This is an optimization exercise on Yosys and OpenROAD, whose aim is small area, not a production implementation. Function was checked by simulation only, so behaviour that the tests miss may differ from the original. No activity file was given, so power comes from the tool's default toggle rates.

## SAL_DDR_CTRL
module SAL_DDR_CTRL
(
    input                       clk,
    input                       rst_n,
    input                       arvalid,
    output  wire                arready,
    input   [3:0]               arid,
    input   [31:0]              araddr,
    input   [3:0]               arlen,
    input   [2:0]               arsize,
    input   [1:0]               arburst,
    input                       awvalid,
    output  wire                awready,
    input   [3:0]               awid,
    input   [31:0]              awaddr,
    input   [3:0]               awlen,
    input   [2:0]               awsize,
    input   [1:0]               awburst,
    input                       wvalid,
    output  wire                wready,
    input   [3:0]               wid,
    input   [127:0]             wdata,
    input   [15:0]              wstrb,
    input                       wlast,
    output  wire                bvalid,
    input                       bready,
    output  wire [3:0]          bid,
    output  wire [1:0]          bresp,
    output  wire                rvalid,
    input                       rready,
    output  wire [3:0]          rid,
    output  wire [127:0]        rdata,
    output  wire [1:0]          rresp,
    output  wire                rlast,
    output  wire                dfi_cke,
    output  wire [1:0]          dfi_cs_n,
    output  wire                dfi_ras_n,
    output  wire                dfi_cas_n,
    output  wire                dfi_we_n,
    output  wire [2:0]          dfi_ba,
    output  wire [13:0]         dfi_addr,
    output  wire                dfi_odt,
    output  wire                dfi_wrdata_en,
    output  wire [127:0]        dfi_wrdata,
    output  wire [15:0]         dfi_wrdata_mask,
    output  wire                dfi_rddata_en,
    input   [127:0]             dfi_rddata,
    input                       dfi_rddata_valid,
    input   [15:0]              dfi_rddata_dnv
);
Size in the first run: ~5100 cells after synthesis, about 710 I/O pins, about 92000 um^2 of cells after synthesis.
export LEC_CHECK = 0
export CAP_MARGIN = 20
export CORE_MARGIN = 2
export CORE_UTILIZATION = 65
export CTS_CLUSTER_DIAMETER = 60
export CTS_CLUSTER_SIZE = 30
export PLACE_DENSITY = 0.8
export SLEW_MARGIN = 20
create_clock -name core_clock -period 8.0 [get_ports {clk}]
standard.sh (not shown) runs the stock make flow with config.mk's settings and CLKGATE_MAP_FILE= SYNTH_SCRIPT=/design/flow/synth_recipe.tcl, a recipe that flattens the netlist after the stock synthesis.
==> flow/flow/run.sh <==
#!/bin/bash
set -uo pipefail
bash standard.sh \
  'BUFFER_PORTS_ARGS=-buffer_cell sky130_fd_sc_hd__buf_1' \
  'CTS_ARGS=-sink_clustering_enable -repair_clock_nets -sink_clustering_size 30 -sink_clustering_max_diameter 60 -dont_use_dummy_load' \
  finish > standard_flow.log 2>&1
The starting point ran to the end with no violations.
Next try:
==> flow/run.sh (new file) <==
#!/bin/bash
# synth_recipe.tcl (not shown) runs the flow's synth.tcl, then flattens the netlist and writes it again
# the make line also repeats each setting of config.mk as NAME=value (left out here)
make -C /OpenROAD-flow-scripts/flow DESIGN_CONFIG=/design/flow/config.mk WORK_HOME=/design/flow/orfs CLKGATE_MAP_FILE= SYNTH_SCRIPT=/design/flow/synth_recipe.tcl finish
CORE_UTILIZATION = 70   (was 65)
CTS_CLUSTER_DIAMETER = 50   (was 60)
CTS_CLUSTER_SIZE = 36   (was 30)
PLACE_DENSITY = 0.85   (was 0.8)
removed: flow/flow/run.sh
removed: flow/standard.sh
=> Total power grows by 13%; non-clock buffer count goes down by 7; maximum frequency goes down by 2.9%; flip-flop and latch count does not change; die area falls by 7.1%; setup slack is worse by 0.20 ns; combinational power rises by 22%; sequential share of layout area drops by 4.7 points; design area is higher by 6.7%.
Next try:
==> flow/flow/run.sh (new file) <==
#!/bin/bash
set -uo pipefail
bash standard.sh \
  'BUFFER_PORTS_ARGS=-buffer_cell sky130_fd_sc_hd__buf_1' \
  'CTS_ARGS=-sink_clustering_enable -repair_clock_nets -sink_clustering_size 30 -sink_clustering_max_diameter 60 -dont_use_dummy_load -buf_list {sky130_fd_sc_hd__clkbuf_8 sky130_fd_sc_hd__clkbuf_16}' \
  finish > standard_flow.log 2>&1
==> flow/standard.sh (new file) <==
#!/bin/bash
# synth_recipe.tcl (not shown) runs the flow's synth.tcl, then flattens the netlist and writes it again
# the make line also repeats each setting of config.mk as NAME=value (left out here)
make -C /OpenROAD-flow-scripts/flow DESIGN_CONFIG=/design/flow/config.mk WORK_HOME=/design/flow/orfs CLKGATE_MAP_FILE= SYNTH_SCRIPT=/design/flow/synth_recipe.tcl "${@:-finish}"
CORE_UTILIZATION = 65   (was 70)
CTS_CLUSTER_DIAMETER = 60   (was 50)
CTS_CLUSTER_SIZE = 30   (was 36)
PLACE_DENSITY = 0.8   (was 0.85)
removed: flow/run.sh
What happened: The new run completed without violations. Clock power came out lower by 29%. Hold slack degrades by 0.0094 ns. Via count drops by about 5.3%. Wire length decreases by 8.8%. Register-to-register slack degrades by 0.14 ns.


== run A ==
SAL_DDR_CTRL, a different RTL version from the one above (not shown whole).
Size: ~90000 um2 of cells after synthesis.
==> flow/config.mk <==
export PLATFORM = sky130hd
export DESIGN_NAME = SAL_DDR_CTRL
export DESIGN_NICKNAME = SAL_DDR_CTRL
export VERILOG_FILES = /design/flow/design.v
export SDC_FILE = /design/flow/constraint.sdc
export NUM_CORES = 4
export LEC_CHECK = 0
export CAP_MARGIN = 5
export CORE_MARGIN = 2
export CORE_UTILIZATION = 65
export CTS_CLUSTER_DIAMETER = 60
export CTS_CLUSTER_SIZE = 30
export PLACE_DENSITY = 0.8
export SLEW_MARGIN = 5
export SYNTH_HIERARCHICAL = 1
==> flow/constraint.sdc <==
create_clock -name core_clock -period 8.0 [get_ports {clk}]
set_input_delay 1.6000 -clock core_clock [delete_from_list [all_inputs] [get_ports {clk}]]
set_output_delay 1.6000 -clock core_clock [all_outputs]
set_load 0.01 [all_outputs]
==> flow/flow/run.sh <==
#!/bin/bash
set -uo pipefail
bash standard.sh \
  'BUFFER_PORTS_ARGS=-buffer_cell sky130_fd_sc_hd__buf_1' \
  'CTS_ARGS=-sink_clustering_enable -repair_clock_nets -sink_clustering_size 18 -sink_clustering_max_diameter 50 -dont_use_dummy_load -buf_list sky130_fd_sc_hd__clkbuf_8' \
  finish > standard_flow.log 2>&1
Run A: flow completed, timing, DRC and antenna clean
Relative to run A, the following input files were edited for run B:
Settings: changing SLEW_MARGIN from 5 to 20; changing CAP_MARGIN from 5 to 20.
==> flow/flow/run.sh <==
#!/bin/bash
set -uo pipefail
bash standard.sh \
  'BUFFER_PORTS_ARGS=-buffer_cell sky130_fd_sc_hd__buf_1' \
  'CTS_ARGS=-sink_clustering_enable -repair_clock_nets -sink_clustering_size 20 -sink_clustering_max_diameter 50 -dont_use_dummy_load -buf_list sky130_fd_sc_hd__clkbuf_8' \
  finish > standard_flow.log 2>&1
Run B vs. run A: detail-routed net length per standard cell barely changed, non-filler instance count after layout barely changed, setup TNS after final layout barely changed. Summary of run B over run A: post-detailed-routing wire length about even, setup slack +26 ps.
Relative to run B, the following input files were edited for run C:
==> flow/flow/run.sh <==
#!/bin/bash
set -uo pipefail
bash standard.sh \
  'BUFFER_PORTS_ARGS=-buffer_cell sky130_fd_sc_hd__buf_1' \
  'CTS_ARGS=-sink_clustering_enable -repair_clock_nets -sink_clustering_size 18 -sink_clustering_max_diameter 50 -dont_use_dummy_load -buf_list sky130_fd_sc_hd__clkbuf_8' \
  finish > standard_flow.log 2>&1
==> comparison <==
Between run B and run C, the via count does not differ in any meaningful way.
For the post-route fraction of the period consumed by the critical path, run C came in 0.32 points higher than run B did.
Run C — slew at the pin with the worst max-slew slack 72 ps higher, run B as reference
Reg-to-reg setup timing slack ends up lower on run C.
I/O pin count came out exactly the same in run B and run C.
Shortest period the worst path allows ended up 26 ps higher on run C than on run B.
Any difference in final standard cell utilization of the core between run C and run B is small enough to ignore.
In the tables for run B and run C, switching power summed over all nets reads higher with run C.
[compare] base=run B new=run C: number of endpoints failing setup at the final stage shows no meaningful change, max-slew headroom at the worst pin shrank by 4.8 points, total wire length after detailed routing roughly the same.

## static timing again, ports no longer ideal
The results above use ideal ports. As a check the final layouts listed here were re-extracted and re-timed, cells and wires unchanged.
Step 1 sets driving cells, clkbuf_16 on the clock port and buf_2 on the other inputs (assumed; they add their load-dependent delay and slew).
Step 2, shift: input delay + t, output delay - t, t = (earliest + latest rising clock arrival at the registers) / 2. This alone moves slack from input paths to output paths.
a / b / c = ideal / step 1 / step 2; a / b = the first two.
run | t (ns) | slack for setup (ns) | hold WS [ns]
the first run of note 1 | 0.836 | 1.412 / 1.336 / 2.172 | 0.429 / 0.429 / 0.429
the second run of note 1 | 0.879 | 1.213 / 1.136 / 1.619 | 0.438 / 0.438 / 0.438
the third run of note 1 | 0.836 | 1.412 / 1.336 / 2.172 | 0.429 / 0.429 / 0.429
run A | 0.971 | 0.799 / 0.728 / 1.699 | 0.407 / 0.407 / 0.407
run B | 0.933 | 0.824 / 0.752 / 1.685 | 0.409 / 0.409 / 0.409
run C | 0.971 | 0.799 / 0.728 / 1.699 | 0.407 / 0.407 / 0.407
After both steps every run listed still meets setup and hold.
